What follows belongs to an exercise in optimizing a design on an open flow for small area; a production flow would make more cautious choices. Only simulation tests tie the RTL to the original design; equivalence was not proved. The flow treats the clock pin as an ideal source, which a real chip does not have. No activity file was given, so power comes from the tool's default toggle rates.

<file path="flow/flow/run.sh">
#!/bin/bash
# The standard layout, with these changes:
#  - the combinational logic of the standard synthesis is mapped again by ABC
#    for area (the standard synthesis maps it for delay at a 12 ps target),
#    with several ABC runs (in two rounds) of which the smallest result is
#    kept; every flip-flop of the standard synthesis is kept as it is, by
#    name and cell type;
#  - the smallest buffer (buf_1) on every input and output port;
#  - a clock tree of clkbuf_4 cells without dummy loads, where a buffer whose
#    flip-flops would see a slow clock edge becomes a clkbuf_8 (clk_fix.tcl).
set -euo pipefail
PORTBUF="BUFFER_PORTS_ARGS=-buffer_cell sky130_fd_sc_hd__buf_1"
CTS="CTS_ARGS=-sink_clustering_enable -repair_clock_nets -dont_use_dummy_load -buf_list sky130_fd_sc_hd__clkbuf_4 -sink_clustering_size 8"
CLKFIX="POST_CTS_TCL=$PWD/flow/clk_fix.tcl"
R=orfs/results/sky130hd/watch/base
LIB=$FLOW_HOME/platforms/sky130hd/lib/sky130_fd_sc_hd__tt_025C_1v80.lib

bash standard.sh "$PORTBUF" synth > standard_synth.log 2>&1

python3 flow/mkmodels.py $LIB cells_comb.v dont_use.txt > mkmodels.log 2>&1
cp $R/1_2_yosys.v 1_2_yosys_standard.v

remap() {  # remap NAME ABC-SCRIPT INPUT-NETLIST
  cat > remap_$1.ys <<EOS
read_verilog cells_comb.v
read_liberty -lib -ignore_redef $LIB
read_verilog $3
hierarchy -top $FLOW_TOP
flatten
opt_clean -purge
techmap
opt -fast
abc -script $2 -liberty $LIB $(cat dont_use.txt)
opt_clean -purge
stat -liberty $LIB
write_verilog -noattr -noexpr remap_$1.v
EOS
  yosys -l remap_$1.log -s remap_$1.ys > /dev/null 2>&1 || true
}

pick() {  # pick PREFIX: the smallest remap_PREFIX*.v so far
  best=""; bestarea=""
  for log in remap_$1*.log; do
    n=${log#remap_}; n=${n%.log}
    a=$(grep "Chip area" $log | tail -1 | awk '{print $NF}')
    [[ -n "$a" && -s remap_$n.v ]] || continue
    echo "$n $a" >> remap_areas.txt
    if [[ -z "$best" ]] || python3 -c "import sys; sys.exit(0 if $a < $bestarea else 1)"; then best=$n; bestarea=$a; fi
  done
}

# round 1: from the standard synthesis
printf 'strash\ndch -f\namap\n' > abc_amap.script
remap r1amap abc_amap.script 1_2_yosys_standard.v &
for S in 1 2 3 4 5 6 7 8 9 10 11; do
  printf 'strash\n&get -n\n&deepsyn -T 40 -S %d\n&put\nstrash\ndc2\ndch -f\namap\n' $S > abc_deep$S.script
  remap r1deep$S abc_deep$S.script 1_2_yosys_standard.v &
  if (( S % 4 == 3 )); then wait; fi
done
wait
pick r1
echo "round 1: $best $bestarea" >> remap_areas.txt
cp remap_$best.v round1_best.v

# round 2: again from the best of round 1
for S in 1 2 3 4; do
  remap r2deep$S abc_deep$S.script round1_best.v &
done
wait
pick r
echo "chosen: $best $bestarea" >> remap_areas.txt
cp remap_$best.v $R/1_2_yosys.v
touch $R/1_2_yosys.v

bash standard.sh "$PORTBUF" "$CTS" "$CLKFIX" finish > standard_finish.log 2>&1
</file>
<file path="flow/flow/clk_fix.tcl">
estimate_parasitics -placement
set fixed 0
foreach inst [get_cells clkbuf_*] {
  if { [get_property $inst ref_name] ne "sky130_fd_sc_hd__clkbuf_4" } { continue }
  set net [get_nets -of_objects [get_pins [get_name $inst]/X]]
  set mx 0
  foreach p [get_pins -of_objects $net -filter "direction==input"] {
    set s [get_property $p slew_max]
    if { $s > $mx } { set mx $s }
  }
  puts "clk_fix: [get_name $inst] max sink slew $mx"
  if { $mx > 0.100 } {
    replace_cell $inst sky130_fd_sc_hd__clkbuf_8
    incr fixed
  }
}
puts "clk_fix: upsized $fixed clock buffers"
if { $fixed > 0 } {
  detailed_placement
  check_placement -verbose
  estimate_parasitics -placement
}
</file>
<file path="flow/flow/mkmodels.py">
# Writes Verilog models of the platform's combinational cells (from their
# liberty functions) and a list of the cells synthesis must not use.
# usage: python3 mkmodels.py LIB MODELS.v DONTUSE.txt
import re, sys
lib = open(sys.argv[1]).read()
models = []
for m in re.finditer(r'\n    cell \("?(\w+)"?\) \{', lib):
    name = m.group(1)
    nxt = lib.find('\n    cell (', m.end())
    body = lib[m.end():nxt if nxt > 0 else len(lib)]
    if re.search(r'\b(ff|latch|statetable)\s*\(', body):
        continue
    ins, outs = [], []
    for p, pb in re.findall(r'\n        pin \("?(\w+)"?\) \{(.*?)\n        \}', body, re.S):
        d = re.search(r'direction : "?(\w+)"?', pb).group(1)
        f = re.search(r'function : "(.*?)"', pb)
        if d == 'input':
            ins.append(p)
        elif d == 'output' and f:
            outs.append((p, f.group(1)))
    if not outs:
        continue
    s = 'module %s(%s);\n' % (name, ', '.join(ins + [o for o, _ in outs]))
    for i in ins:
        s += '  input %s;\n' % i
    for o, f in outs:
        e = f.replace('!', '~').replace('+', '|').replace('*', '&')
        e = re.sub(r'(\w|\))\s+(?=[\w(~])', r'\1 & ', e)
        s += '  output %s;\n  assign %s = %s;\n' % (o, o, e)
    models.append(s + 'endmodule\n')
open(sys.argv[2], 'w').write('\n'.join(models))
cells = re.findall(r'\n    cell \("?(\w+)"?\)', lib)
open(sys.argv[3], 'w').write(' '.join('-dont_use ' + c for c in cells if 'probe' in c or 'lpflow' in c) + '\n')
print(len(models), 'models')
</file>
<file path="flow/standard.sh">
#!/bin/bash
# synth_recipe.tcl (not shown) runs the flow's synth.tcl, then flattens the netlist and writes it again
# the make line also repeats each setting of config.mk as NAME=value (left out here)
make -C /OpenROAD-flow-scripts/flow DESIGN_CONFIG=/design/flow/config.mk WORK_HOME=/design/flow/orfs CLKGATE_MAP_FILE= SYNTH_SCRIPT=/design/flow/synth_recipe.tcl "${@:-finish}"
</file>
<file path="flow/config.mk">
export PLATFORM = sky130hd
export DESIGN_NAME = watch
export DESIGN_NICKNAME = watch
export VERILOG_FILES = /design/flow/design.v
export SDC_FILE = /design/flow/constraint.sdc
export NUM_CORES = 4
export LEC_CHECK = 0
export CAP_MARGIN = 20
export CORE_MARGIN = 2
export CORE_UTILIZATION = 40
export SLEW_MARGIN = 20
</file>
<file path="flow/constraint.sdc">
create_clock -name core_clock -period 12.0 [get_ports {mclk}]
set_input_delay 2.4000 -clock core_clock [delete_from_list [all_inputs] [get_ports {mclk}]]
set_output_delay 2.4000 -clock core_clock [all_outputs]
set_load 0.01 [all_outputs]
</file>
<file path="flow/design.v">
module seg7dec
(
	input [3:0] v,
	output reg [6:0] seg
);
always @(*)
begin
	case (v)
		4'd0: seg = 7'b111_1110;
		4'd1: seg = 7'b011_0000;
		4'd2: seg = 7'b110_1101;
		4'd3: seg = 7'b111_1001;
		4'd4: seg = 7'b011_0011;
		4'd5: seg = 7'b101_1011;
		4'd6: seg = 7'b101_1111;
		4'd7: seg = 7'b111_0010;
		4'd8: seg = 7'b111_1111;
		4'd9: seg = 7'b111_1011;
		default: seg = 7'bxxx_xxxx;
	endcase
end
endmodule
module seg7dec6
(
	input [2:0] v,
	output reg [6:0] seg
);
always @(*)
begin
	case (v)
		3'd0: seg = 7'b111_1110;
		3'd1: seg = 7'b011_0000;
		3'd2: seg = 7'b110_1101;
		3'd3: seg = 7'b111_1001;
		3'd4: seg = 7'b011_0011;
		3'd5: seg = 7'b101_1011;
		3'd6: seg = 7'b101_1111;
		default: seg = 7'bxxx_xxxx;
	endcase
end
endmodule
module seg7dec2
(
	input [3:0] hi,
	input [3:0] lo,
	output [6:0] highDigit,
	output [6:0] lowDigit
);
seg7dec high(.v(hi), .seg(highDigit));
seg7dec low(.v(lo), .seg(lowDigit));
endmodule
module seg7dec2s
(
	input [2:0] hi,
	input [3:0] lo,
	output [6:0] highDigit,
	output [6:0] lowDigit
);
seg7dec6 high(.v(hi), .seg(highDigit));
seg7dec low(.v(lo), .seg(lowDigit));
endmodule
module seg7Display
(
	input mclk,
	input clr,
	input run,
	input pe2,
	input [22:0] t,
	output [6:0] minHigh,
	output [6:0] minLow,
	output [6:0] secHigh,
	output [6:0] secLow,
	output [6:0] milHigh,
	output [6:0] milLow
);
reg lap;
reg [22:0] buff;
wire showLap = run & (lap | pe2);
wire [22:0] d = showLap ? buff : t;
always @(posedge mclk)
begin
	lap <= showLap & ~clr;
	if ((run & pe2) | clr)
		buff <= t;
end
seg7dec2 minseg(.hi(d[22:19]), .lo(d[18:15]), .highDigit(minHigh), .lowDigit(minLow));
seg7dec2s secseg(.hi(d[14:12]), .lo(d[11:8]), .highDigit(secHigh), .lowDigit(secLow));
seg7dec2 milseg(.hi(d[7:4]), .lo(d[3:0]), .highDigit(milHigh), .lowDigit(milLow));
endmodule
module ledbar
(
	input mclk,
	input reset,
	input run,
	input pe1,
	output [3:0] led
);
reg [7:0] pres;
reg [2:0] s;
wire term = pres[7] & pres[6] & pres[3];    
wire hold = reset | (~run & pe1);
wire [7:0] tp = {run & (&pres[6:0]), run & (&pres[5:0]), run & (&pres[4:0]), run & (&pres[3:0]),
	run & (&pres[2:0]), run & (&pres[1:0]), run & pres[0], run};
wire step = run & term;
assign led = {s[2] & ~s[0], s[2], s[1], s[1] | s[0]};
always @(posedge mclk)
begin
	pres <= step | hold ? 8'd0 : pres ^ tp;
	s <= hold ? 3'd0 : step ? {s[1] & s[0], s[0] | (s[1] & ~s[2]), ~s[2]} : s;
end
endmodule
module timer
(
	input mclk,
	input clr,
	input run,
	input pe1,
	output [22:0] t
);
reg pend;           
reg [3:0] pres;
reg [3:0] ms0, ms1, s0, m0, m1;
reg [2:0] s1;
assign t = {m1, m0, s1, s0, ms1, ms0};
function [3:0] tog10(input [3:0] d, input en);
	tog10 = {en & d[0] & (d[3] | (d[2] & d[1])), en & d[0] & d[1], en & d[0] & ~d[3], en};
endfunction
wire zero = clr | (~run & pend);
wire tick = run & pres[3] & pres[1];
wire c0 = tick & ms0[3] & ms0[0];
wire c1 = c0 & ms1[3] & ms1[0];
wire s60 = s1[2] & s1[1];
wire c2 = c1 & s0[3] & s0[0];
wire cm = tick & s60;
wire c3 = cm & m0[3] & m0[0];
wire [3:0] tp = tick ? pres : {run & pres[2] & pres[1] & pres[0], run & pres[1] & pres[0], run & pres[0], run};
always @(posedge mclk)
begin
	pend <= ~clr & (run ? pend : pe1 & ~pend);
	pres <= (pres ^ tp) & {4{~zero}};
	ms0 <= (ms0 ^ tog10(ms0, tick)) & {4{~zero}};
	ms1 <= (ms1 ^ tog10(ms1, c0)) & {4{~zero}};
	s0 <= (s0 ^ tog10(s0, c1)) & {4{~zero}};
	s1 <= (cm ? 3'd0 : s1 ^ {c2 & s1[1] & s1[0], c2 & s1[0], c2}) & {3{~zero}};
	m0 <= (m0 ^ tog10(m0, cm)) & {4{~zero}};
	m1 <= (m1 ^ tog10(m1, c3)) & {4{~zero}};
end
endmodule
module buttonStateMachine
(
	input mclk,
	input b0,
	input b1,
	input b2,
	input reset,
	output run,
	output pe1,
	output rst,
	output runX,
	output pe1X,
	output pe2X,
	output clr
);
reg r0, r1, r2, r3;      
reg [3:0] c0, c1, c2;    
reg runR;
assign rst = ~r2;
assign clr = ~(r2 & r3);
wire pe0X = ~c0[3] & c0[2];
assign pe1X = ~c1[3] & c1[2];
assign pe2X = ~c2[3] & c2[2];
assign pe1 = ~c1[2] & c1[1];
assign run = r3 & (runR ^ pe0X);
assign runX = runR;
always @(posedge mclk)
begin
	r0 <= reset;
	r1 <= r0;
	r2 <= r1;
	r3 <= r2;
	c0 <= {c0[2], c0[1], c0[0] & ~clr, b0};
	c1 <= {c1[2], c1[1], c1[0] & ~clr, b1};
	c2 <= {c2[2], c2[1], c2[0] & ~clr, b2};
	runR <= run & r2;
end
endmodule
module watch
(
	input mclk,
	input b0,
	input b1,
	input b2,
	input reset,
	output [6:0] segMin1,
	output [6:0] segMin2,
	output [6:0] segSec1,
	output [6:0] segSec2,
	output [6:0] segmil1,
	output [6:0] segmil2,
	output [3:0] led
);
wire run;      
wire pe1;      
wire rst;      
wire runX;     
wire pe1X;     
wire pe2X;     
wire clr;      
buttonStateMachine bsm(.mclk(mclk), .b0(b0), .b1(b1), .b2(b2), .reset(reset),
	.run(run), .pe1(pe1), .rst(rst), .runX(runX), .pe1X(pe1X), .pe2X(pe2X), .clr(clr));
wire [22:0] t;    
timer gettimer(.mclk(mclk), .clr(clr), .run(runX), .pe1(pe1X), .t(t));
ledbar ledb(.mclk(mclk), .reset(rst), .run(run), .pe1(pe1), .led(led));
seg7Display seg(.mclk(mclk), .clr(clr), .run(runX), .pe2(pe2X), .t(t),
	.minHigh(segMin1), .minLow(segMin2), .secHigh(segSec1), .secLow(segSec2),
	.milHigh(segmil1), .milLow(segmil2));
endmodule
</file>
==> results of run 1 <==
## worst register-to-register path, delay by kind of cell, from the launching register on
kind / cells / cell delay [ns]
AND/OR/NAND/NOR: 1 / 0.16
AO/OA/AOI/OAI: 2 / 1.02
flip-flops: 1 / 0.34
buffers and inverters: 3 / 0.96
## layout make-up
class,count,area (um2)
Clock buffer,9,105
Fill cell,706,3840
Inverter,35,131
Multi-Input combinational cell,212,1110
Sequential cell,80,1830
Tap cell,99,124
Timing Repair Buffer,50,188
## worst paths after layout
kind	startpoint	to	slack, ns	cells after the start
setup / recovery	bsm.runR	segSec2[5]	5.73	12
hold / removal	bsm.c2[1]	bsm.c2[2]	0.33	0
setup reg to reg	bsm.r2	gettimer.ms0[1]	9.40	6
hold reg to reg	bsm.c2[1]	bsm.c2[2]	0.33	0
## state kept, by name, indices dropped and copies added (netlist names), 4 cells and up
register / count
gettimer.pres: 4
gettimer.ms0: 4
gettimer.m1: 4
bsm.c1: 4
gettimer.s0: 4
ledb.pres: 8
bsm.c2: 4
bsm.c0: 4
gettimer.ms1: 4
seg.buff: 23
gettimer.m0: 4
## where the power goes
group          total (mW)  switching, mW  internal, mW
registers           0.285        0.00192         0.283
clock network       0.135         0.0788        0.0566
logic             0.00962        0.00726       0.00236
total               0.430         0.0880         0.342
## layout by cell type (no fill, tap or decap), drive strengths merged, types with 14 or more instances in the layout
cell / instances
a21oi: 18
o21ai: 14
nor2: 65
nand2: 15
edfxtp: 23
buf: 50
nor3: 20
clkinv: 35
dfxtp: 57
## stage by stage
stage,instances,hold WS (ns)
2_1_floorplan,327,0.310
3_3_place_gp,476,0.311
3_5_place_dp,476,0.313
5_1_grt,485,0.341
6_report,485,0.332
## per-layer routing
layer	up-vias	global-route usage	share of wire
met5	-	0	0
met3	4	0.0427	0.040
met4	0	0.0568	0.0070
li1	1268	-	-
met2	43	0.248	0.48
met1	1102	0.172	0.47
==> metrics.md, run 1 <==
| Metric | Value |
|---|---|
| Status | timing/DRC/antenna clean |
| RSZ-0062 raised after global routing | no |
| CP top delay family | simple AND/OR/NAND/NOR gates |
| Final setup viols | 0 |
| First-pass GRT wire length | 9.72 mm |
| WS Path Type | flop to output port |
| Slew @ Worst Pin | 1.06 ns |
| Placement Rows | 31 |
| Worst Skew | 0.0238 ns |
| Synth Cell Area | 3080 um2 |
| Mapped Nets | 332 |
| Worst VDD drop | 0.0000934 V |
| Most frequent CP cell | clkinv_1 |
| Fin crit period | 6.27 ns |
| CTS clk-pin slew, worst paths | 0.09 ns |
| IO Count | 51 |
| Global Route Usage Sum | 0.146 |
| I/O Buffers | 50 |
| WL per Instance | 11.8 um |
| Initial core utilization | 0.420 |
| Slew Limit Headroom | 0.291 |
| Startpoint Class | flop |
| Vias per cell | 4.98 |
| Setup Slack @ Placement | 6.10 ns |
| Global placer's final weighted congestion | 0.713 |
| Total grt overflow | 0 |
| Area Overhead vs Synth | 13.5% |
| Worst Setup End Kind | output port |
| Synth warnings | 6 |
| DP Area | 3390 um2 |
| Core ar. | 7330 um2 |
| Num Clock Sinks | 80 |
| Final Hold Vio Count | 0 |
| Worst skew pair latency | 0.35 ns |
| Post-detail-place hpwl | 4.06 mm |
| Detail Route Antenna Nets | 0 |
| Setup TNS | 0 ns |
| Vias in the first global route | 2,233 |
| Tcrit/Tclk final | 0.523 |
| Die Area | 8410 um2 |
| Initial antenna violation count | 0 |
| Pre-antenna DRT Iters | 4 |
| Layout cells sized above 1 | 0.0233 |
| Critical Path Fanout Max | 18 |
| Final worst slack | 5.73 ns |
| Max-slew violations | 0 |
| Slowest stage delay, CP | 0.65 ns |
| Pin count of the biggest net entering global routing | 24 |
| Routed WL | 5.71 mm |
| Finished Core Util | 0.476 |
| Critical path required time | 9.60 ns |
| Fin area | 3490 um2 |
| Die Wd | 91.7 um |
| Net count, final | 393 |
| Total power | 430 uW |
| Die Height | 91.7 um |
| CP Cell Sequence | clkinv_1 > nor2_1 > nand2_1 > nand2_1 > clkinv_1 > nor2_1 > clkinv_1 > o32ai_1 > clkinv_1 > a211oi_1 > or3_1 > buf_1 |
| Max Cap Violations | 0 |
| Drt drc | 0 |
| P_leak | 1.18 nW |
| Crit path buf inv count | 5 |
| Via count | 2,417 |
| WP data arrival | 3.87 ns |
| CTS tree | built |
| Syn avg cell area | 9.41 um2 |
| Diodes inserted | 0 |
| Min-delay worst type | flop to flop |
| Initial DRC count | 81 |
| Max Clk Rate | 0.159 GHz |
| Mapped Cells | 327 |
| Slowest CP cell | clkinv_1 |
| PwrDens | 123 nW/um2 |
==> inputs of run 2 (changes only) <==
--- a/flow/flow/clk_fix.tcl
+++ b/flow/flow/clk_fix.tcl
@@ -10,5 +10,5 @@
   }
   puts "clk_fix: [get_name $inst] max sink slew $mx"
-  if { $mx > 0.100 } {
+  if { $mx > 0.112 } {
     replace_cell $inst sky130_fd_sc_hd__clkbuf_8
     incr fixed
==> run 2 against run 1 <==
  * Still clean on timing, DRC and antenna
  * Non-clock buffer count up 1
  * Clock-buffer cell count unchanged
  * Die area up 0.35%
  * Clock power down 13%
  * Synthesized area up 0.37%
  * Synthesized cell count up 2.8%
  * Global-route usage down 0.61 points
  * Clock skew about the same
  * Sequential power about the same
  * Critical path type unchanged
  * Critical endpoint is now segmil2[5]
  * Largest power group unchanged
==> metrics.md, run 2 <==
| Metric | Value |
|---|---|
| Placement Rows | 32 (+3.2%) |
| Total grt overflow | 0 (unchanged) |
| Vias in the first global route | 2,233 (unchanged) |
| Pre-antenna DRT Iters | 4 (unchanged) |
| PwrDens | 118 nW/um2 (-4.1%) |
| Net Switching | 84.1 uW (-4.4%) |
| Sequential power share | 0.691 (+0.028) |
| Synth Cell Area | 3090 um2 (+0.37%) |
| R2R depth | 6 (unchanged) |
| Mapped Nets | 341 (+2.7%) |
| Slew @ Worst Pin | 1.01 ns (-0.0465 ns) |
| Fin crit period | 6.11 ns (-0.162 ns) |
| CTS tree | built |
| IO Count | 51 (unchanged) |
| Area Overhead vs Synth | 13.1% |
| WS Path Type | flop to output port |
| Min-delay worst type | flop to flop |
| Die Height | 91.8 um (+0.17%) |
| WHS Path Cells | 0 (unchanged) |
| Layout cells sized above 1 | 0.0253 (+0.00194) |
| Slowest CP cell | clkinv_1 |
| Max Clk Rate | 0.164 GHz (+2.7%) |
| Largest Register | seg.buff |
| Initial antenna violation count | 0 (unchanged) |
| Switching share of power | 0.204 (-0.000635) |
| Global placer's final weighted congestion | 0.769 (+7.8%) |
| Final setup viols | 0 (unchanged) |
| Mapped Cells | 336 (+2.8%) |
| P_leak | 1.18 nW (-0.53%) |
| I/O Buffers | 50 (unchanged) |
| Net count, final | 403 (+2.5%) |
| Die Area | 8440 um2 (+0.35%) |
| Top flop regs | seg.buff x23, ledb.pres x8 |
| Global Route Usage Sum | 0.139 (-0.00607) |
| Via count | 2,405 (-0.50%) |
| Initial core utilization | 0.406 (-0.0138) |
| Die Wd | 91.8 um (+0.17%) |
| Worst skew pair latency | 0.35 ns (about the same) |
| Tcrit/Tclk final | 0.509 (-0.0135) |
| Core ar. | 7610 um2 (+3.8%) |
| CTS clk-pin slew, worst paths | 0.10 ns (about the same) |
| Startpoint Class | flop |
| Commonest non-fill, non-tap cell in the layout | nor2_1 |
| Reg2reg start | bsm.r2 |
| RSZ-0062 raised after global routing | no |
| Slowest stage delay, CP | 0.65 ns (about the same) |
| Status | timing/DRC/antenna clean |
| R2R setup slack | 9.34 ns (-0.06 ns) |
| Diodes inserted | 0 (unchanged) |
| Setup TNS | 0 ns (unchanged) |
| Most frequent cells in the layout | 65 x nor2_1, 57 x dfxtp_1, 50 x buf_1 |
| WHS Endpoint | bsm.r1 |
| WL per Instance | 10.8 um (-8.3%) |
| Max-slew violations | 0 (unchanged) |
| Max Cap Violations | 0 (unchanged) |
| Post-detail-place hpwl | 3.86 mm (-4.9%) |
| Reg-to-reg endpoint | gettimer.ms0[1] |
| Worst Setup End Kind | output port |
| Detail Route Antenna Nets | 0 (unchanged) |
| Worst Skew | 0.0238 ns (-0.0000335 ns) |
| Slew Limit Headroom | 0.322 (+0.0311) |
| Routed WL | 5.38 mm (-5.8%) |
| Int Pwr | 328 uW (-4.1%) |
| Worst VDD drop | 0.000103 V (+9.7%) |
| CP Cell Sequence | clkinv_1 > nor2_1 > nand2_1 > nand2_1 > clkinv_1 > nor2_1 > a22oi_1 > o21ai_0 > nand2_1 > nand2_1 > clkinv_1 > or3_1 > buf_1 |
| Max FFs per register | 23 (unchanged) |
| Logic gate share of total power | 0.024 (+0.002) |
| First-pass GRT wire length | 9.37 mm (-3.6%) |
| Vias per cell | 4.83 (-3.1%) |
| Synth warnings | 6 (unchanged) |
| Min-delay src | bsm.r0 |
| Clock power frac | 0.284 (-0.031) |
| Num Clock Sinks | 80 (unchanged) |
| WP data arrival | 3.71 ns (-0.16 ns) |
| Critical path required time | 9.60 ns (about the same) |
| WHS | 0.336 ns (+0.00395 ns) |
| Most frequent CP cell | nand2_1 |
| Final Hold Vio Count | 0 (unchanged) |
| Finished Core Util | 0.459 (-0.0176) |
| Critical Path Fanout Max | 19 (+1) |
| Initial DRC count | 90 (+11%) |
| Syn avg cell area | 9.19 um2 (-2.3%) |
| Pin count of the biggest net entering global routing | 24 (unchanged) |
| Drt drc | 0 (unchanged) |
[run 2: cell type report]
type	count	area [um2]
multi-input cells	221	1120
flip-flops and latches	80	1830
fillers	742	4120
inverters	35	131
well taps	102	128
clock buffers	9	80.1
repair buffers	51	195
[run 2: critical path: cells and delay by family, from the launching register on]
kind	cells	cell delay, ns
flip-flops	1	0.48
AND/OR/NAND/NOR	7	1.51
buffers and inverters	4	1.04
AO/OA/AOI/OAI	2	0.32
[run 2: power groups by stage]
stage	clock (mW)	combinational [mW]	sequential (mW)
5_1_grt	0.133	0.0114	0.286
3_5_place_dp	0	0.0103	0.291
2_1_floorplan	0	0.00666	0.291
3_3_place_gp	0	0.0102	0.291
6_report	0.117	0.0101	0.285
[run 2: metrics by stage]
| step | worst slack, ns | power [mW] | area (um2) | instances |
|---|---|---|---|---|
| detailed placement | 6.22 | 0.302 | 3410 | 489 |
| floorplan | 6.86 | 0.297 | 3090 | 336 |
| global route | 5.29 | 0.430 | 3490 | 498 |
| global placement | 6.39 | 0.301 | 3410 | 489 |
| finish | 5.89 | 0.412 | 3490 | 498 |
[run 2: metal layers]
layer  GRT usage  vias to the layer above  wire (um)
met5           0                        -          0
met4      0.0585                        0         75
met3      0.0444                        8        266
met2       0.234                       46       2400
met1       0.165                     1065       2630
li1            -                     1286          -
[run 2: worst max-delay path by stage]
stage               slack [ns]    endpoint  cells past startpoint      from
finish                    5.89  segmil2[5]                     13  bsm.runR
global route              5.29  segMin1[5]                     12  bsm.runR
detailed placement        6.22  segMin1[5]                     12  bsm.runR
global placement          6.39  segmil1[5]                     12  bsm.runR
floorplan                 6.86  segMin1[5]                     12  bsm.runR
==> inputs of run 3 (changes only) <==
--- a/flow/flow/run.sh
+++ b/flow/flow/run.sh
@@ -53,6 +53,6 @@
 printf 'strash\ndch -f\namap\n' > abc_amap.script
 remap r1amap abc_amap.script 1_2_yosys_standard.v &
-for S in 1 2 3 4 5 6 7 8 9 10 11; do
-  printf 'strash\n&get -n\n&deepsyn -T 40 -S %d\n&put\nstrash\ndc2\ndch -f\namap\n' $S > abc_deep$S.script
+for S in $(seq 1 15); do
+  printf 'strash\n&get -n\n&deepsyn -T 30 -S %d\n&put\nstrash\ndc2\ndch -f\namap\n' $S > abc_deep$S.script
   remap r1deep$S abc_deep$S.script 1_2_yosys_standard.v &
   if (( S % 4 == 3 )); then wait; fi
@@ -64,6 +64,7 @@
 
 # round 2: again from the best of round 1
-for S in 1 2 3 4; do
+for S in $(seq 1 8); do
   remap r2deep$S abc_deep$S.script round1_best.v &
+  if (( S % 4 == 0 )); then wait; fi
 done
 wait
==> run 3 against run 2 <==
  * Routed wire length shrank 1.5%
  * Largest cell class unchanged
  * Critical endpoint is now segMin2[4]
  * Synthesized cell count shrank 1.8%
  * Highest routed layer unchanged
  * Still clean on timing, DRC and antenna
  * Combinational power down 13%
  * Cell count fell by 2.0%
  * Total power rose by 0.88%
==> metrics.md, run 3 <==
| Metric | Value |
|---|---|
| Worst skew pair latency | 0.35 ns (about the same) |
| Critical path required time | 9.60 ns (about the same) |
| Synth warnings | 6 (unchanged) |
| Critical Path Fanout Max | 19 (unchanged) |
| Placement Rows | 31 (-3.1%) |
| Vias in the first global route | 2,184 (-2.2%) |
| Worst Skew | 0.0365 ns (+0.0127 ns) |
| Worst VDD drop | 0.0000735 V (-28%) |
| Vias per cell | 4.94 (+2.4%) |
| WP data arrival | 3.82 ns (+0.11 ns) |
| Die Area | 8380 um2 (-0.66%) |
| PwrDens | 120 nW/um2 (+1.5%) |
| Drt drc | 0 (unchanged) |
| Mapped Cells | 330 (-1.8%) |
| Pre-antenna DRT Iters | 4 (unchanged) |
| Syn avg cell area | 9.29 um2 (+1.1%) |
| IO Count | 51 (unchanged) |
| First-pass GRT wire length | 9.34 mm (-0.37%) |
| Area Overhead vs Synth | 13.1% (about the same) |
| Diodes inserted | 0 (unchanged) |
| Top flop regs | seg.buff x23, ledb.pres x8 |
| Detail Route Antenna Nets | 0 (unchanged) |
| Status | timing/DRC/antenna clean |
| DP Area | 3380 um2 (-0.95%) |
| Initial core utilization | 0.418 (+0.0124) |
| Startpoint Class | flop |
| Tcrit/Tclk final | 0.518 (+0.00895) |
| Die Wd | 91.5 um (-0.33%) |
| Core ar. | 7330 um2 (-3.6%) |
| Post-detail-place hpwl | 3.78 mm (-2.1%) |
| Layout cells sized above 1 | 0.0257 (+0.000454) |
| Fin crit period | 6.22 ns (+0.107 ns) |
| Pin count of the biggest net entering global routing | 24 (unchanged) |
| RSZ-0062 raised after global routing | no |
| Max Clk Rate | 0.161 GHz (-1.7%) |
| Via count | 2,413 (+0.33%) |
| Fin area | 3470 um2 (-0.61%) |
| Commonest non-fill, non-tap cell in the layout | nor2_1 |
| CTS clk-pin slew, worst paths | 0.08 ns (-0.02 ns) |
| Largest Register | seg.buff |
| Global placer's final weighted congestion | 0.770 (+0.12%) |
| CTS tree | built |
| Synth Cell Area | 3070 um2 (-0.69%) |
| WL per Instance | 10.9 um (+0.51%) |
| Min-delay worst type | flop to flop |
| WS Path Type | flop to output port |
| Routed WL | 5.30 mm (-1.5%) |
| Mapped Nets | 335 (-1.8%) |
| Max Cap Violations | 0 (unchanged) |
| Initial antenna violation count | 0 (unchanged) |
| Slew Limit Headroom | 0.494 (+0.172) |
| Die Height | 91.5 um (-0.33%) |
| Worst Setup End Kind | output port |
| I/O Buffers | 50 (unchanged) |
| Setup TNS | 0 ns (unchanged) |
| P_leak | 1.17 nW (-0.25%) |
| Most frequent cells in the layout | 66 x nor2_1, 57 x dfxtp_1, 50 x buf_1 |
| Net count, final | 396 (-1.7%) |
| Final Hold Vio Count | 0 (unchanged) |
| Slew @ Worst Pin | 0.754 ns (-0.261 ns) |
| Initial DRC count | 58 (-36%) |
| Max-slew violations | 0 (unchanged) |
| Num Clock Sinks | 80 (unchanged) |
| Global Route Usage Sum | 0.139 (-0.000267) |
| Final setup viols | 0 (unchanged) |
| Fillers | 705 (-5.0%) |
| Max FFs per register | 23 (unchanged) |
| Total grt overflow | 0 (unchanged) |
==> run 3: final cells by class <==
cell class | count | area [um2] | share of cell area
clock buffer | 9 | 86.3 | 0.0249
multi-input combinational | 218 | 1120 | 0.323
tap | 99 | 124 | 0.0357
sequential | 80 | 1830 | 0.528
timing repair buffer | 50 | 188 | 0.0541
inverter | 32 | 120 | 0.0346
==> run 3: power breakdown <==
group | internal (mW) | switching [mW] | total [mW]
combinational | 0.00233 | 0.00650 | 0.00883
sequential | 0.283 | 0.00230 | 0.285
clock | 0.0460 | 0.0760 | 0.122
==> run 3: through the flow <==
stage                     setup WS [ns]  std cells  hold slack [ns]  power [mW]   util
after floorplan                    6.71        330            0.310       0.297      -
after global placement             6.37        479            0.311       0.300  0.461
after detailed placement           6.11        479            0.312       0.300  0.461
after global routing               5.13        488            0.334       0.435  0.473
final                              5.78        488            0.330       0.416  0.473
==> run 3: layer usage <==
| metal | vias up | GRT usage | part of all wire |
|---|---|---|---|
| li1 | 1275 | - | - |
| met4 | 0 | 0.0682 | 0.018 |
| met2 | 41 | 0.237 | 0.47 |
| met5 | - | 0 | 0 |
| met1 | 1087 | 0.161 | 0.48 |
| met3 | 10 | 0.0373 | 0.038 |
==> run 3: path summary, 6_finish.rpt <==
path	start	slack [ns]	to	cells past startpoint
max	bsm.runR	5.78	segMin2[4]	13
min	bsm.c0[1]	0.33	bsm.c0[2]	0
max reg2reg	bsm.runR	9.75	gettimer.s1[2]	10
min reg2reg	bsm.c0[1]	0.33	bsm.c0[2]	0
==> run 3: critical path, cell delays in order, from the launching register on <==
cell      delay, ns
dfxtp_1        0.46
clkinv_1       0.16
nor2_1         0.13
nand2_1        0.09
nand2_1        0.49
clkinv_1       0.61
nor2_1         0.31
a22oi_1        0.16
o21ai_0        0.17
o21ai_0        0.12
a21oi_1        0.29
o21ai_0        0.16
or2_0          0.22
buf_1          0.13
==> inputs of run 4 (changes only) <==
--- a/flow/design.v
+++ b/flow/design.v
@@ -2,5 +2,5 @@
 (
 	input [3:0] v,
-	output reg [6:0] seg
+	output reg [6:0] seg  
 );
 always @(*)
==> run 4 against run 3 <==
  * Die area did not move
  * Synthesized area did not move
  * Fmax did not move
  * Clock skew did not move
  * Highest routed layer unchanged
  * Utilization did not move
  * First-iteration DRC count did not move
  * Clock power barely moved
  * Critical path depth did not move
  * Non-clock buffer count did not move
  * Cell count did not move
  * Critical endpoint unchanged
  * Global-route usage did not move
  * Worst setup slack did not move
==> metrics.md, run 4 <==
| Metric | Value |
|---|---|
| Status | timing/DRC/antenna clean |
| Slew @ Worst Pin | 0.754 ns (unchanged) |
| Commonest non-fill, non-tap cell in the layout | nor2_1 |
| Crit path buf inv count | 3 (unchanged) |
| RSZ-0062 raised after global routing | no |
| DP Area | 3380 um2 (unchanged) |
| CP Cell Sequence | clkinv_1 > nor2_1 > nand2_1 > nand2_1 > clkinv_1 > nor2_1 > a22oi_1 > o21ai_0 > o21ai_0 > a21oi_1 > o21ai_0 > or2_0 > buf_1 |
| Area Overhead vs Synth | 13.1% (unchanged) |
| R2R setup slack | 9.75 ns (about the same) |
| Sequential power share | 0.686 (about the same) |
| Slew Limit Headroom | 0.494 (unchanged) |
| Max-slew violations | 0 (unchanged) |
| Die Height | 91.5 um (unchanged) |
| Top flop regs | seg.buff x23, ledb.pres x8 |
| Startpoint Class | flop |
| Max Clk Rate | 0.161 GHz (unchanged) |
| First-pass GRT wire length | 9.34 mm (unchanged) |
| Critical path required time | 9.60 ns (about the same) |
| Syn avg cell area | 9.29 um2 (unchanged) |
| IO Count | 51 (unchanged) |
| Worst Skew | 0.0365 ns (unchanged) |
| PwrDens | 120 nW/um2 (unchanged) |
| WS Path Type | flop to output port |
| WHS Endpoint | bsm.c0[2] |
| Vias per cell | 4.94 (unchanged) |
| Critical Path Fanout Max | 19 (unchanged) |
| Slowest CP cell | clkinv_1 |
| Synth warnings | 6 (unchanged) |
| Fin area | 3470 um2 (unchanged) |
| Int Pwr | 331 uW (unchanged) |
| Core ar. | 7330 um2 (unchanged) |
| Max FFs per register | 23 (unchanged) |
| Die Area | 8380 um2 (unchanged) |
| R2R depth | 10 (unchanged) |
| Clock power frac | 0.293 (about the same) |
| Initial core utilization | 0.418 (unchanged) |
| Num Clock Sinks | 80 (unchanged) |
| Mapped Nets | 335 (unchanged) |
| Max Cap Violations | 0 (unchanged) |
| Setup TNS | 0 ns (unchanged) |
| Die Wd | 91.5 um (unchanged) |
| Synth Cell Area | 3070 um2 (unchanged) |
| WP data arrival | 3.82 ns (about the same) |
| Worst Setup End Kind | output port |
| CP top delay family | simple AND/OR/NAND/NOR gates |
| Fillers | 705 (unchanged) |
| WL per Instance | 10.9 um (unchanged) |
| Layout cells sized above 1 | 0.0257 (unchanged) |
| Placement Rows | 31 (unchanged) |
| Via count | 2,413 (unchanged) |
| Post-detail-place hpwl | 3.78 mm (unchanged) |
| CTS tree | built |
| Global placer's final weighted congestion | 0.770 (unchanged) |
| Largest Register | seg.buff |
| Min-delay worst type | flop to flop |
| Final setup viols | 0 (unchanged) |
| Net Switching | 84.8 uW (unchanged) |
| Most frequent cells in the layout | 66 x nor2_1, 57 x dfxtp_1, 50 x buf_1 |
| Slowest stage delay, CP | 0.61 ns (about the same) |
| Pre-antenna DRT Iters | 4 (unchanged) |
| Mapped Cells | 330 (unchanged) |
| Initial DRC count | 58 (unchanged) |
| Fin crit period | 6.22 ns (unchanged) |
| Pin count of the biggest net entering global routing | 24 (unchanged) |
| Reg2reg start | bsm.runR |
| Final worst slack | 5.78 ns (unchanged) |
| Diodes inserted | 0 (unchanged) |
| Tcrit/Tclk final | 0.518 (unchanged) |
| Routed WL | 5.30 mm (unchanged) |
| P_leak | 1.17 nW (unchanged) |
| Min-delay src | bsm.c0[1] |
| Total grt overflow | 0 (unchanged) |
| Switching share of power | 0.204 (unchanged) |
| I/O Buffers | 50 (unchanged) |
| Drt drc | 0 (unchanged) |
| Logic gate share of total power | 0.021 (about the same) |
| Worst skew pair latency | 0.35 ns (about the same) |
| Initial antenna violation count | 0 (unchanged) |
| WHS Path Cells | 0 (unchanged) |
| Reg-to-reg endpoint | gettimer.s1[2] |
| Worst VDD drop | 0.0000735 V (unchanged) |
| Vias in the first global route | 2,184 (unchanged) |
| Setup Slack @ Placement | 6.11 ns (unchanged) |
| Most frequent CP cell | o21ai_0 |
| Global Route Usage Sum | 0.139 (unchanged) |
| Detail Route Antenna Nets | 0 (unchanged) |
| CTS clk-pin slew, worst paths | 0.08 ns (about the same) |
| Net count, final | 396 (unchanged) |
| Final Hold Vio Count | 0 (unchanged) |
run 4: how the worst max path moves through the flow:
| stage | startpoint | end | cells after the start |
|---|---|---|---|
| 5_1_grt | bsm.runR | segMin2[4] | 13 |
| 2_1_floorplan | bsm.runR | segMin2[4] | 11 |
| 6_report | bsm.runR | segMin2[4] | 13 |
| 3_5_place_dp | bsm.runR | segMin2[4] | 13 |
| 3_3_place_gp | bsm.runR | segMin2[4] | 13 |
run 4: per-stage QoR:
stage | power [mW] | std cells | utilization | hold slack (ns)
global placement | 0.300 | 479 | 0.461 | 0.311
floorplan | 0.297 | 330 | - | 0.310
finish | 0.416 | 488 | 0.473 | 0.330
global route | 0.435 | 488 | 0.473 | 0.334
detailed placement | 0.300 | 479 | 0.461 | 0.312
run 4: area by class of cell:
cell class                 count  area (um2)  area share
tap                           99         124      0.0357
inverter                      32         120      0.0346
multi-input combinational    218        1120       0.323
timing repair buffer          50         188      0.0541
sequential                    80        1830       0.528
clock buffer                   9        86.3      0.0249
run 4: per-layer routing:
metal / global-route usage / part of all wire / routed length, um
met5: 0 / 0 / 0
met4: 0.0682 / 0.018 / 97
met3: 0.0373 / 0.038 / 200
met2: 0.237 / 0.47 / 2470
met1: 0.161 / 0.48 / 2530
run 4: power by group through the flow:
stage	combinational (mW)	clock [mW]	sequential [mW]
6_report	0.00883	0.122	0.285
5_1_grt	0.0101	0.139	0.286
3_5_place_dp	0.00892	0	0.291
3_3_place_gp	0.00888	0	0.291
2_1_floorplan	0.00618	0	0.291
==> inputs of run 5 (changes only) <==
--- a/flow/flow/clk_fix.tcl
+++ b/flow/flow/clk_fix.tcl
@@ -10,5 +10,5 @@
   }
   puts "clk_fix: [get_name $inst] max sink slew $mx"
-  if { $mx > 0.112 } {
+  if { $mx > 0.120 } {
     replace_cell $inst sky130_fd_sc_hd__clkbuf_8
     incr fixed
==> run 5 against run 4 <==
  * Flip-flop and latch count is the same
  * Global-route usage is the same
  * Critical path depth did not move
  * Synthesized cell count unchanged
  * Critical endpoint unchanged
==> metrics.md, run 5 <==
| Metric | Value |
|---|---|
| Drt drc | 0 (unchanged) |
| Num Clock Sinks | 80 (unchanged) |
| Crit path buf inv count | 3 (unchanged) |
| Final Hold Vio Count | 0 (unchanged) |
| Die Wd | 91.5 um (unchanged) |
| Vias in the first global route | 2,184 (unchanged) |
| CP top delay family | simple AND/OR/NAND/NOR gates |
| RSZ-0062 raised after global routing | no |
| Most frequent cells in the layout | 66 x nor2_1, 57 x dfxtp_1, 50 x buf_1 |
| Startpoint Class | flop |
| Pin count of the biggest net entering global routing | 24 (unchanged) |
| CTS clk-pin slew, worst paths | 0.08 ns (about the same) |
| Routed WL | 5.30 mm (about the same) |
| Critical path required time | 9.60 ns (about the same) |
| Fin crit period | 6.20 ns (-0.0183 ns) |
| IO Count | 51 (unchanged) |
| Finished Core Util | 0.472 (-0.000853) |
| P_leak | 1.17 nW (-0.22%) |
| Global placer's final weighted congestion | 0.770 (unchanged) |
| Max Clk Rate | 0.161 GHz (+0.30%) |
| Mapped Nets | 335 (unchanged) |
| Worst VDD drop | 0.0000735 V (about the same) |
| Status | timing/DRC/antenna clean |
| Met3 Usage GRT | 0.0373 (unchanged) |
| Area Overhead vs Synth | 12.9% |
| Min-delay worst type | flop to flop |
| Top Usage Layer GRT | met2 |
| Max Cap Violations | 0 (unchanged) |
| Initial antenna violation count | 0 (unchanged) |
| Post-detail-place hpwl | 3.78 mm (unchanged) |
| Via count | 2,413 (unchanged) |
| Worst Skew | 0.0343 ns (-0.00228 ns) |
| Layout cells sized above 1 | 0.0257 (unchanged) |
| Slew Limit Headroom | 0.492 (-0.00154) |
| Fillers | 703 (-0.28%) |
| Mapped Cells | 330 (unchanged) |
| Slowest CP cell | clkinv_1 |
| PwrDens | 119 nW/um2 (-0.74%) |
| Most frequent CP cell | o21ai_0 |
| Synth Cell Area | 3070 um2 (unchanged) |
| Setup TNS | 0 ns (unchanged) |
| Final setup viols | 0 (unchanged) |
| Synth warnings | 6 (unchanged) |
| Total power | 412 uW (-0.92%) |
| Top flop regs | seg.buff x23, ledb.pres x8 |
| CTS tree | built |
| Commonest non-fill, non-tap cell in the layout | nor2_1 |
| First-pass GRT wire length | 9.34 mm (unchanged) |
| Slew @ Worst Pin | 0.756 ns (+0.00230 ns) |
| CP Cell Sequence | clkinv_1 > nor2_1 > nand2_1 > nand2_1 > clkinv_1 > nor2_1 > a22oi_1 > o21ai_0 > o21ai_0 > a21oi_1 > o21ai_0 > or2_0 > buf_1 |
| Die Area | 8380 um2 (unchanged) |
| I/O Buffers | 50 (unchanged) |
| Met1 global-route usage | 0.161 (unchanged) |
| Die Height | 91.5 um (unchanged) |
| Syn avg cell area | 9.29 um2 (unchanged) |
| Pre-antenna DRT Iters | 4 (unchanged) |
| Vias per cell | 4.94 (unchanged) |
| Largest Register | seg.buff |
| Critical Path Fanout Max | 19 (unchanged) |
| Global routing usage on met2 | 0.237 (unchanged) |
| Tcrit/Tclk final | 0.517 (-0.00153) |
| Max FFs per register | 23 (unchanged) |
| WS Path Type | flop to output port |
| Global Route Usage Sum | 0.139 (unchanged) |
| Initial core utilization | 0.418 (unchanged) |
| WP data arrival | 3.80 ns (-0.02 ns) |
| Core ar. | 7330 um2 (unchanged) |
| Worst Setup End Kind | output port |
| Worst skew pair latency | 0.35 ns (about the same) |
| Initial DRC count | 57 (-1.7%) |
| Net count, final | 396 (unchanged) |
| Placement Rows | 31 (unchanged) |
| Max-slew violations | 0 (unchanged) |
| Total grt overflow | 0 (unchanged) |
| WL per Instance | 10.9 um (about the same) |
| Detail Route Antenna Nets | 0 (unchanged) |
| Diodes inserted | 0 (unchanged) |
| Slowest stage delay, CP | 0.61 ns (about the same) |
==> run 5: changes by cell type in the layout (fill, tap and decap cells not counted) <==
cell,previous run,this run
clkbuf_4,6,7
clkbuf_8,3,2
==> run 5: worst register-to-register path, stage by stage (launching register included) <==
cell and delay, ns:
dfxtp_1 0.46, nand3_1 0.26, nor2_1 0.28, nand2_1 0.14
nor3_1 0.36, nand2_1 0.13, nor2_1 0.19, nand2_1 0.11
nor2_1 0.14, a211oi_1 0.07
==> run 5: power by group <==
part | switching [mW] | total [mW] | internal (mW)
logic | 0.00652 | 0.00884 | 0.00233
registers | 0.00230 | 0.285 | 0.283
clock network | 0.0757 | 0.118 | 0.0425
==> run 5: area by class of cell <==
| type | count | area (um2) | area share |
|---|---|---|---|
| flip-flops and latches | 80 | 1830 | 0.529 |
| multi-input cells | 218 | 1120 | 0.323 |
| repair buffers | 50 | 188 | 0.0542 |
| well taps | 99 | 124 | 0.0358 |
| inverters | 32 | 120 | 0.0347 |
| clock buffers | 9 | 80.1 | 0.0231 |
==> run 5: metal layers <==
| layer | vias up | routed length (um) |
|---|---|---|
| met1 | 1089 | 2540 |
| met4 | 0 | 97 |
| met2 | 41 | 2460 |
| met3 | 10 | 202 |
| met5 | - | 0 |
| li1 | 1273 | - |
==> run 5: metrics by stage <==
step	std cells	hold WS (ns)	instance area, um2	setup slack [ns]
after floorplan	330	0.310	3070	6.71
after global placement	479	0.311	3380	6.37
after detailed placement	479	0.312	3380	6.11
after global routing	488	0.334	3460	5.14
final	488	0.330	3460	5.80
==> run 5: path summary, 6_finish.rpt <==
kind | from | to | slack (ns) | depth (start not counted)
worst min register to register | bsm.c0[1] | bsm.c0[2] | 0.33 | 0
worst max register to register | bsm.runR | gettimer.s1[1] | 9.78 | 9
worst max-delay path | bsm.runR | segMin2[4] | 5.80 | 13
worst min-delay path | bsm.c0[1] | bsm.c0[2] | 0.33 | 0
==> inputs of run 6 (changes only) <==
--- a/flow/flow/run.sh
+++ b/flow/flow/run.sh
@@ -51,8 +51,10 @@
 
 # round 1: from the standard synthesis
+for S in $(seq 1 40); do
+  printf 'strash\n&get -n\n&deepsyn -T 30 -S %d\n&put\nstrash\ndc2\ndch -f\namap\n' $S > abc_deep$S.script
+done
 printf 'strash\ndch -f\namap\n' > abc_amap.script
 remap r1amap abc_amap.script 1_2_yosys_standard.v &
-for S in $(seq 1 15); do
-  printf 'strash\n&get -n\n&deepsyn -T 30 -S %d\n&put\nstrash\ndc2\ndch -f\namap\n' $S > abc_deep$S.script
+for S in $(seq 1 23); do
   remap r1deep$S abc_deep$S.script 1_2_yosys_standard.v &
   if (( S % 4 == 3 )); then wait; fi
@@ -63,11 +65,14 @@
 cp remap_$best.v round1_best.v
 
-# round 2: again from the best of round 1
-for S in $(seq 1 8); do
-  remap r2deep$S abc_deep$S.script round1_best.v &
-  if (( S % 4 == 0 )); then wait; fi
+for round in 2 3; do
+  for S in $(seq 1 8); do
+    remap r${round}deep$S abc_deep$((S + 8 * round)).script round$((round - 1))_best.v &
+    if (( S % 4 == 0 )); then wait; fi
+  done
+  wait
+  pick r
+  echo "round $round: $best $bestarea" >> remap_areas.txt
+  cp remap_$best.v round${round}_best.v
 done
-wait
-pick r
 echo "chosen: $best $bestarea" >> remap_areas.txt
 cp remap_$best.v $R/1_2_yosys.v
--- a/flow/flow/clk_fix.tcl
+++ b/flow/flow/clk_fix.tcl
@@ -10,5 +10,5 @@
   }
   puts "clk_fix: [get_name $inst] max sink slew $mx"
-  if { $mx > 0.120 } {
+  if { $mx > 0.112 } {
     replace_cell $inst sky130_fd_sc_hd__clkbuf_8
     incr fixed
==> run 6 against run 5 <==
  * Critical path type unchanged
  * Total power is 2.6% higher
  * Global-route usage fell by 0.32 points
  * Critical path depth did not move
  * Clock-buffer cell count unchanged
  * Synthesized cell count is 0.61% higher
  * Non-clock buffer count up 2
  * Hold slack got worse by 0.00066 ns
  * Routed wire length up 2.6%
  * Critical endpoint unchanged
  * Fmax is 10% higher
  * Clock skew down 0.0051 ns
  * Highest routed layer unchanged
==> metrics.md, run 6 <==
| Metric | Value |
|---|---|
| WL per Instance | 11.1 um (+1.8%) |
| Slew Limit Headroom | 0.516 (+0.0236) |
| R2R setup slack | 9.40 ns (-0.38 ns) |
| Die Height | 91.6 um (about the same) |
| Layout cells sized above 1 | 0.0280 (+0.00228) |
| WS Path Type | flop to output port |
| Final setup viols | 0 (unchanged) |
| Critical path required time | 9.60 ns (about the same) |
| Startpoint Class | flop |
| Largest Register | seg.buff |
| Initial antenna violation count | 0 (unchanged) |
| WP data arrival | 3.24 ns (-0.56 ns) |
| Max Cap Violations | 0 (unchanged) |
| P_leak | 1.17 nW (about the same) |
| Global Route Usage Sum | 0.136 (-0.00322) |
| Reg-to-reg endpoint | gettimer.s1[2] |
| Final Hold Vio Count | 0 (unchanged) |
| CP startpoint | bsm.runR |
| Min-delay worst type | flop to flop |
| Setup TNS | 0 ns (unchanged) |
| Final worst slack | 6.36 ns (+0.563 ns) |
| Vias in the first global route | 2,125 (-2.7%) |
| Total grt overflow | 0 (unchanged) |
| R2R depth | 11 (+2) |
| Worst skew pair latency | 0.35 ns (about the same) |
| Most frequent cells in the layout | 70 x nor2_1, 57 x dfxtp_1, 50 x buf_1 |
| Global placer's final weighted congestion | 0.719 (-6.6%) |
| First-pass GRT wire length | 9.23 mm (-1.2%) |
| Routed WL | 5.44 mm (+2.6%) |
| Max Clk Rate | 0.177 GHz (+10%) |
| Post-detail-place hpwl | 3.86 mm (+2.1%) |
| Net count, final | 400 (+1.0%) |
| I/O Buffers | 50 (unchanged) |
| Syn avg cell area | 9.24 um2 (-0.56%) |
| Worst Setup End Kind | output port |
| CTS tree | built |
| Area Overhead vs Synth | 13.7% |
| Mapped Nets | 337 (+0.60%) |
| Diodes inserted | 0 (unchanged) |
| Commonest non-fill, non-tap cell in the layout | nor2_1 |
| Drt drc | 0 (unchanged) |
| Tcrit/Tclk final | 0.470 (-0.0469) |
| Setup Slack @ Placement | 6.68 ns (+0.572 ns) |
| Worst setup path endpoint | segMin2[4] |
| Worst Skew | 0.0291 ns (-0.00512 ns) |
| Via count | 2,401 (-0.50%) |
| Mapped Cells | 332 (+0.61%) |
| Initial core utilization | 0.418 (about the same) |
| Slew @ Worst Pin | 0.726 ns (-0.0303 ns) |
| RSZ-0062 raised after global routing | no |
| PwrDens | 121 nW/um2 (+1.9%) |
| Pin count of the biggest net entering global routing | 24 (unchanged) |
| Worst VDD drop | 0.0000720 V (-2.1%) |
| Fin crit period | 5.64 ns (-0.563 ns) |
| Synth warnings | 6 (unchanged) |
| Max FFs per register | 23 (unchanged) |
| Max-slew violations | 0 (unchanged) |
| Core ar. | 7330 um2 (unchanged) |
| Die Area | 8380 um2 (about the same) |
| Num Clock Sinks | 80 (unchanged) |
| CTS clk-pin slew, worst paths | 0.10 ns (+0.02 ns) |
| Status | timing/DRC/antenna clean |
| Detail Route Antenna Nets | 0 (unchanged) |
| Die Wd | 91.6 um (about the same) |
| IO Count | 51 (unchanged) |
| Total power | 423 uW (+2.6%) |
| Placement Rows | 31 (unchanged) |
| Initial DRC count | 107 (+88%) |
| Vias per cell | 4.88 (-1.3%) |
| Synth Cell Area | 3070 um2 (about the same) |
| Finished Core Util | 0.476 (+0.00324) |
| Reg2reg start | bsm.runR |
| Critical Path Fanout Max | 20 (+1) |
| Pre-antenna DRT Iters | 5 (+1) |
| Top flop regs | seg.buff x23, ledb.pres x8 |
## run 6: cell count changes in the layout (fill, tap and decap cells not counted), sizes merged, moves of 2 or more
| cell | previous run | this run |
|---|---|---|
| nand2b | 5 | 1 |
| a21oi | 10 | 19 |
| or3 | 0 | 5 |
| a32oi | 0 | 2 |
| and2 | 3 | 1 |
| nand3 | 3 | 1 |
| nor3 | 25 | 20 |
| a211oi | 8 | 10 |
| buf | 50 | 52 |
| nor2b | 6 | 9 |
| or2 | 11 | 9 |
| nor2 | 66 | 70 |
| a21o | 4 | 2 |
## run 6: metal layers
metal	track usage	part of all wire	vias up
li1	-	-	1279
met2	0.222	0.45	44
met1	0.168	0.49	1069
met5	0	0	-
met4	0.0720	0.019	0
met3	0.0282	0.033	9
## run 6: how the worst min path moves through the flow
stage | slack (ns) | end | startpoint | cells past startpoint
2_1_floorplan | 0.31 | bsm.c0[2] | bsm.c0[1] | 0
3_3_place_gp | 0.31 | bsm.r1 | bsm.r0 | 0
3_5_place_dp | 0.31 | bsm.c0[2] | bsm.c0[1] | 0
5_1_grt | 0.33 | bsm.r1 | bsm.r0 | 0
6_report | 0.33 | bsm.r1 | bsm.r0 | 0
## run 6: cell type report
cell class,count,area (um2)
clock buffers,9,92.6
fillers,718,3840
inverters,33,124
multi-input cells,219,1110
flip-flops and latches,80,1830
well taps,99,124
repair buffers,52,203
## run 6: report_power, final
part           switching [mW]  internal, mW  leakage (nW)  total (mW)
logic                 0.00705       0.00256         0.405     0.00961
clock network          0.0780        0.0496        0.0518       0.128
registers             0.00208         0.284         0.714       0.286
## run 6: through the flow
stage	std cells	hold slack (ns)	area [um2]
global placement	483	0.312	3390
finish	492	0.329	3490
global route	492	0.335	3490
floorplan	332	0.310	3070
detailed placement	483	0.313	3390
## run 6: worst max-delay path, cell delays in order, from the launching register on
cell	delay [ns]
dfxtp_1	0.40
nand2_1	0.09
nor2_1	0.04
a21oi_1	0.11
buf_4	0.26
clkinv_1	0.42
nor2_1	0.30
a22oi_1	0.17
o21ai_0	0.17
o21ai_0	0.13
a21oi_1	0.30
o21ai_0	0.15
or2_0	0.22
buf_1	0.13
==> inputs of run 7 (changes only) <==
--- a/flow/config.mk
+++ b/flow/config.mk
@@ -9,3 +9,4 @@
 export CORE_MARGIN = 2
 export CORE_UTILIZATION = 40
+export GPL_TIMING_DRIVEN = 0
 export SLEW_MARGIN = 20
==> run 7 against run 6 <==
  * Clock skew fell by 0.0014 ns
  * Critical path type unchanged
  * Highest routed layer unchanged
  * Combinational power increased by 3.0%
  * Synthesized cell count unchanged
  * Fmax is 6.1% lower
==> metrics.md, run 7 <==
| Metric | Value |
|---|---|
| Slew Limit Headroom | 0.538 (+0.0220) |
| IO Count | 51 (unchanged) |
| Most frequent CP cell | o21ai_0 |
| Diodes inserted | 0 (unchanged) |
| CTS tree | built |
| Max Clk Rate | 0.167 GHz (-6.1%) |
| I/O Buffers | 50 (unchanged) |
| Die Wd | 91.6 um (unchanged) |
| Final setup viols | 0 (unchanged) |
| Max-slew violations | 0 (unchanged) |
| CTS clk-pin slew, worst paths | 0.10 ns (about the same) |
| WS Path Type | flop to output port |
| Mapped Nets | 337 (unchanged) |
| Global placer's final weighted congestion | 0.758 (+5.5%) |
| Synth warnings | 6 (unchanged) |
| Startpoint Class | flop |
| First-pass GRT wire length | 9.82 mm (+6.4%) |
| Worst Setup End Kind | output port |
| Max Cap Violations | 0 (unchanged) |
| Setup TNS | 0 ns (unchanged) |
| Min-delay worst type | flop to flop |
| Mapped Cells | 332 (unchanged) |
| Die Area | 8380 um2 (unchanged) |
| Finished Core Util | 0.477 (+0.00120) |
| Worst Skew | 0.0277 ns (-0.00140 ns) |
| Max FFs per register | 23 (unchanged) |
| Slowest CP cell | clkinv_1 |
| Slowest stage delay, CP | 0.65 ns (+0.23 ns) |
| Net count, final | 400 (unchanged) |
| Drt drc | 0 (unchanged) |
| Most frequent cells in the layout | 70 x nor2_1, 57 x dfxtp_1, 50 x buf_1 |
| Critical path required time | 9.60 ns (about the same) |
| Via count | 2,409 (+0.33%) |
| CP Cell Sequence | nand2_1 > nor2_1 > a21oi_2 > clkinv_1 > nor2_1 > a22oi_1 > o21ai_0 > o21ai_0 > a21oi_1 > o21ai_0 > or2_0 > buf_1 |
| Pre-antenna DRT Iters | 4 (-1) |
| Total grt overflow | 0 (unchanged) |
| Post-detail-place hpwl | 3.95 mm (+2.4%) |
| Layout cells sized above 1 | 0.0305 (+0.00254) |
| Detail Route Antenna Nets | 0 (unchanged) |
| Reg2reg start | bsm.runR |
| P_leak | 1.17 nW (+0.30%) |
| Largest Register | seg.buff |
| Slew @ Worst Pin | 0.693 ns (-0.0330 ns) |
| Commonest non-fill, non-tap cell in the layout | nor2_1 |
| Status | timing/DRC/antenna clean |
| Num Clock Sinks | 80 (unchanged) |
| Routed WL | 5.50 mm (+1.1%) |
| PwrDens | 119 nW/um2 (-1.7%) |
| Area Overhead vs Synth | 14.0% |
| Min-delay src | bsm.r0 |
| CP startpoint | bsm.runR |
| Placement Rows | 31 (unchanged) |
| Fin crit period | 6.00 ns (+0.364 ns) |
| Tcrit/Tclk final | 0.500 (+0.0304) |
| Pin count of the biggest net entering global routing | 18 (-25%) |
| Worst skew pair latency | 0.35 ns (about the same) |
| Vias per cell | 4.90 (+0.33%) |
| Synth Cell Area | 3070 um2 (unchanged) |
| Initial core utilization | 0.418 (unchanged) |
| Critical Path Fanout Max | 17 (-15%) |
| Final Hold Vio Count | 0 (unchanged) |
| WP data arrival | 3.60 ns (+0.36 ns) |
| Initial antenna violation count | 0 (unchanged) |
| Global Route Usage Sum | 0.146 (+0.00989) |
| RSZ-0062 raised after global routing | no |
| Worst VDD drop | 0.0000660 V (-8.4%) |
| Top flop regs | seg.buff x23, ledb.pres x8 |
| Die Height | 91.6 um (unchanged) |
| Vias in the first global route | 2,266 (+6.6%) |
| WL per Instance | 11.2 um (+1.1%) |
| Syn avg cell area | 9.24 um2 (unchanged) |
| Initial DRC count | 71 (-34%) |
| Core ar. | 7330 um2 (unchanged) |
-- run 7: area by class of cell --
| cell class | count | area [um2] |
|---|---|---|
| clock buffer | 9 | 86.3 |
| fill | 725 | 3840 |
| timing repair buffer | 52 | 214 |
| tap | 99 | 124 |
| multi-input combinational | 219 | 1110 |
| inverter | 33 | 124 |
| sequential | 80 | 1830 |
-- run 7: per-stage QoR --
stage	hold WS (ns)	instance area [um2]	std cells	total power, mW	worst slack [ns]
after floorplan	0.310	3070	332	0.298	6.24
after global placement	0.310	3380	481	0.301	4.94
after detailed placement	0.314	3410	483	0.302	6.33
after global routing	0.343	3490	492	0.433	5.52
final	0.332	3490	492	0.417	6.00
-- run 7: power breakdown --
part / total [mW] / switching [mW] / internal, mW / leakage (nW)
logic: 0.00990 / 0.00708 / 0.00282 / 0.411
clock network: 0.121 / 0.0752 / 0.0460 / 0.0492
registers: 0.286 / 0.00199 / 0.284 / 0.714
-- run 7: final timing paths --
check / to / slack [ns] / cells past startpoint
worst max register to register: gettimer.s1[2] / 9.41 / 11
worst min register to register: bsm.r1 / 0.33 / 0
worst min-delay path: bsm.r1 / 0.33 / 0
worst max-delay path: segMin2[4] / 6.00 / 12
-- run 7: worst max-delay path: cells and delay by family, from the launching register on --
family | cells | cell delay, ns
buffers and inverters | 2 | 0.78
DFF | 1 | 0.42
and+or+nand+nor | 4 | 0.70
AOI/OAI and AO/OA | 6 | 1.35
-- run 7: routing by layer --
metal	GRT usage	part of all wire
met1	0.175	0.47
met2	0.244	0.48
met3	0.0299	0.037
met4	0.0795	0.017
met5	0	0
==> inputs of run 8 (changes only) <==
--- a/flow/config.mk
+++ b/flow/config.mk
@@ -6,7 +6,6 @@
 export NUM_CORES = 4
 export LEC_CHECK = 0
-export CAP_MARGIN = 20
+export CAP_MARGIN = 5
 export CORE_MARGIN = 2
 export CORE_UTILIZATION = 40
-export GPL_TIMING_DRIVEN = 0
-export SLEW_MARGIN = 20
+export SLEW_MARGIN = 5
==> run 8 against run 7 <==
  * Routed wire length decreased by 1.1%
  * Worst setup slack gained 0.36 ns
  * Clock skew is 0.0014 ns higher
  * Utilization decreased by 0.12 points
  * Clock power rose by 6%
  * Cell area is 0.25% lower
  * Clock-buffer cell count is the same
  * Non-clock buffer count unchanged
  * Largest power group unchanged
==> metrics.md, run 8 <==
| Metric | Value |
|---|---|
| Min-delay worst type | flop to flop |
| Fillers | 718 (-0.97%) |
| Met2 WL post-DR | 2.47 mm (-6.5%) |
| First-pass GRT wire length | 9.23 mm (-6.0%) |
| RSZ-0062 raised after global routing | no |
| Die Wd | 91.6 um (unchanged) |
| Initial DRC count | 107 (+51%) |
| Critical path required time | 9.60 ns (about the same) |
| WL per Instance | 11.1 um (-1.1%) |
| P_leak | 1.17 nW (-0.30%) |
| Net Switching | 87.1 uW (+3.3%) |
| Drt drc | 0 (unchanged) |
| Multi-input logic area | 1110 um2 (-0.34%) |
| Setup TNS | 0 ns (unchanged) |
| Net count, final | 400 (unchanged) |
| Mapped Nets | 337 (unchanged) |
| Syn avg cell area | 9.24 um2 (unchanged) |
| Diodes inserted | 0 (unchanged) |
| Die Area | 8380 um2 (unchanged) |
| R2R depth | 11 (unchanged) |
| Worst skew pair latency | 0.35 ns (about the same) |
| WHS | 0.329 ns (-0.00290 ns) |
| Fin area | 3490 um2 (-0.25%) |
| DP Area | 3390 um2 (-0.44%) |
| Worst Skew | 0.0291 ns (+0.00140 ns) |
| Switching share of power | 0.206 (+0.00369) |
| Initial antenna violation count | 0 (unchanged) |
| Startpoint Class | flop |
| Routed WL | 5.44 mm (-1.1%) |
| Pre-antenna DRT Iters | 5 (+1) |
| WHS Path Cells | 0 (unchanged) |
| Reg area | 1830 um2 (unchanged) |
| Fin crit period | 5.64 ns (-0.364 ns) |
| Max-slew violations | 0 (unchanged) |
| Global placer's final weighted congestion | 0.719 (-5.2%) |
| Initial core utilization | 0.418 (unchanged) |
| Synth Cell Area | 3070 um2 (unchanged) |
| Detail Route Antenna Nets | 0 (unchanged) |
| Most frequent cells in the layout | 70 x nor2_1, 57 x dfxtp_1, 50 x buf_1 |
| I/O Buffers | 50 (unchanged) |
| Via count | 2,401 (-0.33%) |
| Slew @ Worst Pin | 0.726 ns (+0.0330 ns) |
| Tcrit/Tclk final | 0.470 (-0.0304) |
| Inst Count DP | 483 (unchanged) |
| Area Overhead vs Synth | 13.7% |
| Vias per cell | 4.88 (-0.33%) |
| M1 WL | 2.69 mm (+4.8%) |
| WS Path Type | flop to output port |
| Clock power frac | 0.302 (+0.011) |
| WP data arrival | 3.24 ns (-0.36 ns) |
| Max Cap Violations | 0 (unchanged) |
| Mapped Cells | 332 (unchanged) |
| Int Pwr | 336 uW (+1.0%) |
| Global Route Usage Sum | 0.136 (-0.00989) |
| Top flop regs | seg.buff x23, ledb.pres x8 |
| Critical Path Fanout Max | 20 (+3) |
| Worst Setup End Kind | output port |
| Sequential power share | 0.676 (-0.009) |
| Worst VDD drop | 0.0000720 V (+9.1%) |
| Post-detail-place hpwl | 3.86 mm (-2.4%) |
| Status | timing/DRC/antenna clean |
| Routed wl met3 | 182 um (-12%) |
| Max Clk Rate | 0.177 GHz (+6.5%) |
| Top Layer Used | met4 |
| Total grt overflow | 0 (unchanged) |
| Final setup viols | 0 (unchanged) |
| Largest Register | seg.buff |
| Num Clock Sinks | 80 (unchanged) |
| PwrDens | 121 nW/um2 (+1.7%) |
| Finished Layout Cells | 492 (unchanged) |
| Slew Limit Headroom | 0.516 (-0.0220) |
| Core ar. | 7330 um2 (unchanged) |
| CTS tree | built |
| Final Hold Vio Count | 0 (unchanged) |
| Commonest non-fill, non-tap cell in the layout | nor2_1 |
| Die Height | 91.6 um (unchanged) |
| Vias in the first global route | 2,125 (-6.2%) |
| Pin count of the biggest net entering global routing | 24 (+6) |
| IO Count | 51 (unchanged) |
| Synth warnings | 6 (unchanged) |
| CTS clk-pin slew, worst paths | 0.10 ns (about the same) |
| Max FFs per register | 23 (unchanged) |
| Layout cells sized above 1 | 0.0280 (-0.00254) |
| Logic gate share of total power | 0.023 (about the same) |
| Placement Rows | 31 (unchanged) |
run 8: through the flow:
stage	setup WS (ns)	total power [mW]	util
final	6.36	0.423	0.476
after global routing	5.85	0.438	0.476
after detailed placement	6.68	0.302	0.463
after global placement	6.88	0.302	0.463
after floorplan	6.24	0.298	-
run 8: layout make-up:
type,instances,area share
clock buffer,9,0.0266
inverter,33,0.0355
multi-input combinational,219,0.319
sequential,80,0.525
tap,99,0.0355
timing repair buffer,52,0.0581
run 8: power groups by stage:
| stage | clock, mW | combinational [mW] | sequential [mW] |
|---|---|---|---|
| 2_1_floorplan | 0 | 0.00639 | 0.292 |
| 3_3_place_gp | 0 | 0.00963 | 0.292 |
| 3_5_place_dp | 0 | 0.00982 | 0.292 |
| 5_1_grt | 0.140 | 0.0109 | 0.287 |
| 6_report | 0.128 | 0.00961 | 0.286 |
run 8: worst paths after layout:
path         startpoint             end  slack, ns
max            bsm.runR      segMin2[4]       6.36
min reg2reg      bsm.r0          bsm.r1       0.33
min              bsm.r0          bsm.r1       0.33
max reg2reg    bsm.runR  gettimer.s1[2]       9.40
run 8: routing by layer:
metal  up-vias  global-route usage
met5         -                   0
li1       1279                   -
met3         9              0.0282
met1      1069               0.168
met4         0              0.0720
met2        44               0.222
run 8: critical path, cell delays in order, from the launching register on:
cell and delay (ns):
dfxtp_1 0.40, nand2_1 0.09, nor2_1 0.04, a21oi_1 0.11
buf_4 0.26, clkinv_1 0.42, nor2_1 0.30, a22oi_1 0.17
o21ai_0 0.17, o21ai_0 0.13, a21oi_1 0.30, o21ai_0 0.15
or2_0 0.22, buf_1 0.13

-- port drivers added, routing unchanged --
Ports are ideal in the flow. The routed layouts listed here were re-timed in OpenROAD. Step 1 sets driving cells, clkbuf_16 on the clock port and buf_2 on the other inputs (assumed; they add their load-dependent delay and slew). Step 2, shift: input delay + t, output delay - t, t = (earliest + latest rising clock arrival at the registers) / 2. This alone moves slack from input paths to output paths. Slacks: ideal ports / drivers / drivers and shift; pairs: ideal ports / drivers.
run	t, ns	slack for setup (ns)	worst setup path at the end	pins driven straight from the clock port
run 1	0.360	5.725 / 5.699 / 6.059	register to output	1
run 2	0.362	5.888 / 5.859 / 6.221	register to output	1
run 3	0.362	5.780 / 5.751 / 6.113	register to output	1
run 4	0.362	5.780 / 5.751 / 6.113	register to output	1
run 5	0.359	5.799 / 5.769 / 6.128	register to output	1
run 6	0.360	6.362 / 6.332 / 6.693	register to output	1
run 7	0.366	5.997 / 5.965 / 6.331	register to output	1
run 8	0.360	6.362 / 6.332 / 6.693	register to output	1
After both steps setup and hold are still met in every run listed.
